From an optimization exercise on the open Yosys and OpenROAD flow, aimed at small area and a short achievable clock period; shortcuts taken in it are not production practice. RTL that was checked went through simulation tests only; none was proved equivalent to the original.

==> v25: inputs <==
==> flow/design.v (excerpt) <==
module FIR_Filter_16tap #(parameter N = 16)(
    input clk, reset, enable,
    input [N-1:0] data_in,
    output [31:0] data_out
);
export LEC_CHECK = 0
export CAP_MARGIN = 20
export CORE_MARGIN = 2
export CORE_UTILIZATION = 62
export SLEW_MARGIN = 20
create_clock -name core_clock -period 16.0 [get_ports {clk}]
standard.sh (not shown) runs the stock make flow with config.mk's settings and CLKGATE_MAP_FILE= SYNTH_SCRIPT=/design/flow/synth_recipe.tcl, a recipe that flattens the netlist after the stock synthesis.
==> flow/flow/run.sh <==
#!/bin/bash
# Layout flow: the standard flow with its synthesis netlist replaced by a
# hand-built gate netlist of the same design (flow/hand.py, the script that
# also wrote rtl/fir_filter_16tap.v, so registers and adder structure match
# the RTL one for one), then
#  - flow/fixpol.py removes inverters around full adders (a full adder is
#    self-dual); the logic function is unchanged;
#  - timing repair aims at a setup margin of 11.3 ns (about a 4.7 ns period)
#    instead of the bare 16 ns clock;
#  - ports are buffered with buf_4 cells, and the clock tree uses clkbuf_8
#    cells, sink clusters of 15 and no dummy loads.
# The standard synthesis still runs first; if its registers (names and cell
# types) differ from the hand netlist's, its own netlist is kept instead.
# Logs: make_synth.log, hand.log, fixpol.log, make_finish.log here, and the
# ORFS logs under orfs/logs.
set -euo pipefail
MARGIN=${MARGIN:-11.5}
CTS="-sink_clustering_enable -repair_clock_nets -dont_use_dummy_load -buf_list {sky130_fd_sc_hd__clkbuf_8} -sink_clustering_size 15 -sink_clustering_max_diameter 60"
R=orfs/results/sky130hd/FIR_Filter_16tap/base
bash standard.sh synth > make_synth.log 2>&1
cp $R/1_2_yosys.v std_synth.v
python3 flow/hand.py --pol alt --csC --x1c --cpaA bk --fast3 -o hand.v > hand.log 2>&1
regs() { grep -o 'dfxtp_1 [^ ]*' "$1" | sort; }
if [[ "$(regs std_synth.v)" == "$(regs hand.v)" ]] && [[ $(regs hand.v | wc -l) -gt 0 ]]; then
  echo "using hand netlist" >> hand.log
  cp hand.v $R/1_2_yosys.v
else
  echo "register mismatch: keeping the standard netlist" >> hand.log
fi
python3 flow/fixpol.py $R/1_2_yosys.v > fixpol.log 2>&1
touch $R/1_2_yosys.v
bash standard.sh finish SETUP_SLACK_MARGIN=$MARGIN "BUFFER_PORTS_ARGS=-buffer_cell sky130_fd_sc_hd__buf_4" "CTS_ARGS=$CTS" > make_finish.log 2>&1
Other scripts of this flow, unchanged in this note and not shown: flow/flow/fixpol.py, flow/flow/hand.py
==> v31 (differences from v25) <==
--- a/flow/flow/run.sh
+++ b/flow/flow/run.sh
@@ -16,3 +16,3 @@
 set -euo pipefail
-MARGIN=${MARGIN:-11.5}
+MARGIN=${MARGIN:-11.3}
 CTS="-sink_clustering_enable -repair_clock_nets -dont_use_dummy_load -buf_list {sky130_fd_sc_hd__clkbuf_8} -sink_clustering_size 15 -sink_clustering_max_diameter 60"
==> reports/results.ini <==
[route]
drt_iter0_markers = 434

[status]
status = complete, no violations

[finish]
nonClkBufAreaFrac_pct = 4.03
signal_buffers = 79
clock_cell_area_share_pct = 2.33

[critical_path]
endpoint = y1[22]
critical_path.max_fanout = 7

[grt]
use_met2_pct = 40.0
met1_usage_pct = 32.5
grt_usage_pct = 23.4

# the run above: v25

==> reports/results.ini <==
[critical_path]
critical_path.max_fanout = 8
max_stage_delay_ns = 0.41
endpoint = y1[19]

[grt]
grtUsageMet3_pct = 2.67
grt_usage_pct = 23.2
use_met2_pct = 39.2

[finish]
nonClkBufAreaFrac_pct = 2.65
signal_buffers = 57
clock_cell_area_share_pct = 2.38
num_antenna_cells = 0

[status]
status = complete, no violations

[timing]
hold_violations = 0

[placed_design]
gp_congestion = 0.795

[route]
drt_iter0_markers = 404

# the run above: v31

Function was not checked in any run of this note: the RTL went through the layout flow alone.

---

==> run X: inputs <==
Another version of the RTL of FIR_Filter_16tap (not shown whole).
// FIR_Filter_16tap
module FIR_Filter_16tap #(parameter N = 16)(
    input clk, reset, enable,
    input [N-1:0] data_in,
    output [31:0] data_out
);
==> flow/config.mk <==
export PLATFORM = sky130hd
export DESIGN_NAME = FIR_Filter_16tap
export DESIGN_NICKNAME = FIR_Filter_16tap
export VERILOG_FILES = /design/flow/design.v
export SDC_FILE = /design/flow/constraint.sdc
export NUM_CORES = 4
export LEC_CHECK = 0
export CAP_MARGIN = 20
export CORE_MARGIN = 2
export CORE_UTILIZATION = 62
export SLEW_MARGIN = 20
==> flow/constraint.sdc <==
create_clock -name core_clock -period 16.0 [get_ports {clk}]
set_input_delay 3.2000 -clock core_clock [delete_from_list [all_inputs] [get_ports {clk}]]
set_output_delay 3.2000 -clock core_clock [all_outputs]
set_load 0.01 [all_outputs]
==> flow/flow/run.sh <==
#!/bin/bash
# Layout flow: the standard flow with its synthesis netlist replaced by a
# hand-built gate netlist of the same design (flow/hand.py, the script that
# also wrote rtl/fir_filter_16tap.v, so registers and adder structure match
# the RTL one for one), then
#  - flow/fixpol.py removes inverters around full adders (a full adder is
#    self-dual); the logic function is unchanged;
#  - timing repair aims at a setup margin of 11.3 ns (about a 4.7 ns period)
#    instead of the bare 16 ns clock;
#  - ports are buffered with buf_4 cells, and the clock tree uses clkbuf_8
#    cells, sink clusters of 15 and no dummy loads.
# The standard synthesis still runs first; if its registers (names and cell
# types) differ from the hand netlist's, its own netlist is kept instead.
# Logs: make_synth.log, hand.log, fixpol.log, make_finish.log here, and the
# ORFS logs under orfs/logs.
set -euo pipefail
MARGIN=${MARGIN:-11.3}
CTS="-sink_clustering_enable -repair_clock_nets -dont_use_dummy_load -buf_list {sky130_fd_sc_hd__clkbuf_8} -sink_clustering_size 15 -sink_clustering_max_diameter 60"
R=orfs/results/sky130hd/FIR_Filter_16tap/base
bash standard.sh synth > make_synth.log 2>&1
cp $R/1_2_yosys.v std_synth.v
python3 flow/hand.py --pol alt --csC --x1c --cpaA bk -o hand.v > hand.log 2>&1
regs() { grep -o 'dfxtp_1 [^ ]*' "$1" | sort; }
if [[ "$(regs std_synth.v)" == "$(regs hand.v)" ]] && [[ $(regs hand.v | wc -l) -gt 0 ]]; then
  echo "using hand netlist" >> hand.log
  cp hand.v $R/1_2_yosys.v
else
  echo "register mismatch: keeping the standard netlist" >> hand.log
fi
python3 flow/fixpol.py $R/1_2_yosys.v > fixpol.log 2>&1
touch $R/1_2_yosys.v
bash standard.sh finish SETUP_SLACK_MARGIN=$MARGIN "BUFFER_PORTS_ARGS=-buffer_cell sky130_fd_sc_hd__buf_4" "CTS_ARGS=$CTS" RECOVER_POWER=100 > make_finish.log 2>&1
Other scripts of this flow, unchanged in this note and not shown: flow/flow/fixpol.py, flow/flow/hand.py
==> inputs of run B, as changes to run X <==
==> flow/flow/run.sh (replaced) <==
#!/bin/bash
# Layout flow: the standard flow with its synthesis netlist replaced by a
# hand-built gate netlist of the same design (flow/hand.py), then
#  - flow/fixpol.py removes inverters around full adders (a full adder is
#    self-dual); the logic function is unchanged;
#  - timing repair aims at a tighter setup margin than the 16 ns clock needs;
#  - ports are buffered with buf_2, and the clock tree uses clkbuf_4/8 with
#    larger sink clusters and no dummy loads.
# The standard synthesis still runs first; if its registers (names and cell
# types) differ from the hand netlist's, its own netlist is kept instead.
set -euo pipefail
MARGIN=${MARGIN:-11}
CTS="-sink_clustering_enable -repair_clock_nets -dont_use_dummy_load -buf_list {sky130_fd_sc_hd__clkbuf_8} -sink_clustering_size 15 -sink_clustering_max_diameter 60"
R=orfs/results/sky130hd/FIR_Filter_16tap/base
bash standard.sh synth > make_synth.log 2>&1
cp $R/1_2_yosys.v std_synth.v
python3 flow/hand.py --pol alt --csC --x1c --cpaA bk -o hand.v > hand.log 2>&1
regs() { grep -o 'dfxtp_1 [^ ]*' "$1" | sort; }
if [[ "$(regs std_synth.v)" == "$(regs hand.v)" ]] && [[ $(regs hand.v | wc -l) -gt 0 ]]; then
  echo "using hand netlist" >> hand.log
  cp hand.v $R/1_2_yosys.v
else
  echo "register mismatch: keeping the standard netlist" >> hand.log
fi
python3 flow/fixpol.py $R/1_2_yosys.v > fixpol.log 2>&1
touch $R/1_2_yosys.v
bash standard.sh finish SETUP_SLACK_MARGIN=$MARGIN "BUFFER_PORTS_ARGS=-buffer_cell sky130_fd_sc_hd__buf_2" "CTS_ARGS=$CTS" > make_finish.log 2>&1
CORE_UTILIZATION = 70   (was 62)
==> flow_results.org <==
** Final layout
- In the final layout, non-clock buffers account for 1.78% of the cell area.
- In the final layout, multi-input gates take up 52.3% of the cell area.
- Leaving out filler cells and counting taps, the final layout contains approximately 1,700.
- Count of filler cells inserted in the layout :: approximately 1,400

** Place
- Instance count after placement with tap cells included :: about 1,700

** GRT
- The number of global-route vias before repair is approximately 9,800.

** Floorplanning
- Die ar. :: about 23,000 um2
- The die is between 150 and 200 um wide.
- Measured along the y axis, the die boundary spans between 150 and 200 um.

** STA
- Max transition margin :: 30.2%
- Highest clock frequency the design can meet :: roughly 210 MHz

** Clocking
- Buffers added to address setup during post-CTS repair amount to 3.

** Setup path
- Required arrival time at the worst endpoint :: 16,430 ps

** Status
- The run finished with no timing, DRC or antenna violations.
the above is filed under run B

==> flow_results.org <==
** Final layout
- Non-clock buffering overhead :: approximately 2.3%
- Cell Count, Final, Fillers Out :: 1,772
- The layout has 1,882 filler cells.
- Multi-input gate share of the layout cell area :: a little over half

** STA
- Static timing analysis puts the maximum clock frequency at roughly 110 MHz.
- The max-slew violation total from the final report came to 307.
- Measured against its own limit, the worst slew margin works out to -182%.

** GRT
- The number of global-route vias before repair is between 9,000 and 10,000.

** Status
- The flow ran to the end, but the layout failed its checks.
- SO Viols :: max-capacitance violations, max-slew violations

** Floorplanning
- Measured along the y axis, the die boundary spans roughly 160 um.
- Die width :: 162 um

** Job
- Max-cap violations in this run came to 4.

** Clocking
- Once the clock tree was built, the setup fixing pass inserted 5 buffers.
the above is filed under run X

## separate check: timing with driven ports
The flow's constraints put no driver on any port. The routed layouts listed below were extracted and timed again, unchanged, in two steps.
Step 1 assumes that a clkbuf_16 drives the clock port and a buf_2 every other input.
Step 2 times the ports against the registers' clock, not the clock port: input delays grow and output delays shrink by t, the midpoint of the rising clock arrivals with the driver on.
Three values: ideal, step 1, step 2; two values: the first two.
| run | t (ns) | setup slack, ns | worst setup path after step 2 |
|---|---|---|---|
| v25 | 0.617 | 11.413 / 11.396 / 10.779 | input to register |
| v31 | 0.611 | 11.351 / 11.366 / 10.756 | input to register |
| run X | 0.631 | 7.044 / 7.071 / 6.440 | input to register |
| run B | 0.609 | 11.162 / 11.186 / 10.577 | input to register |
The setup slack of v25, which loses most, moves by -0.017 ns with the drivers and by -0.634 ns with both steps.
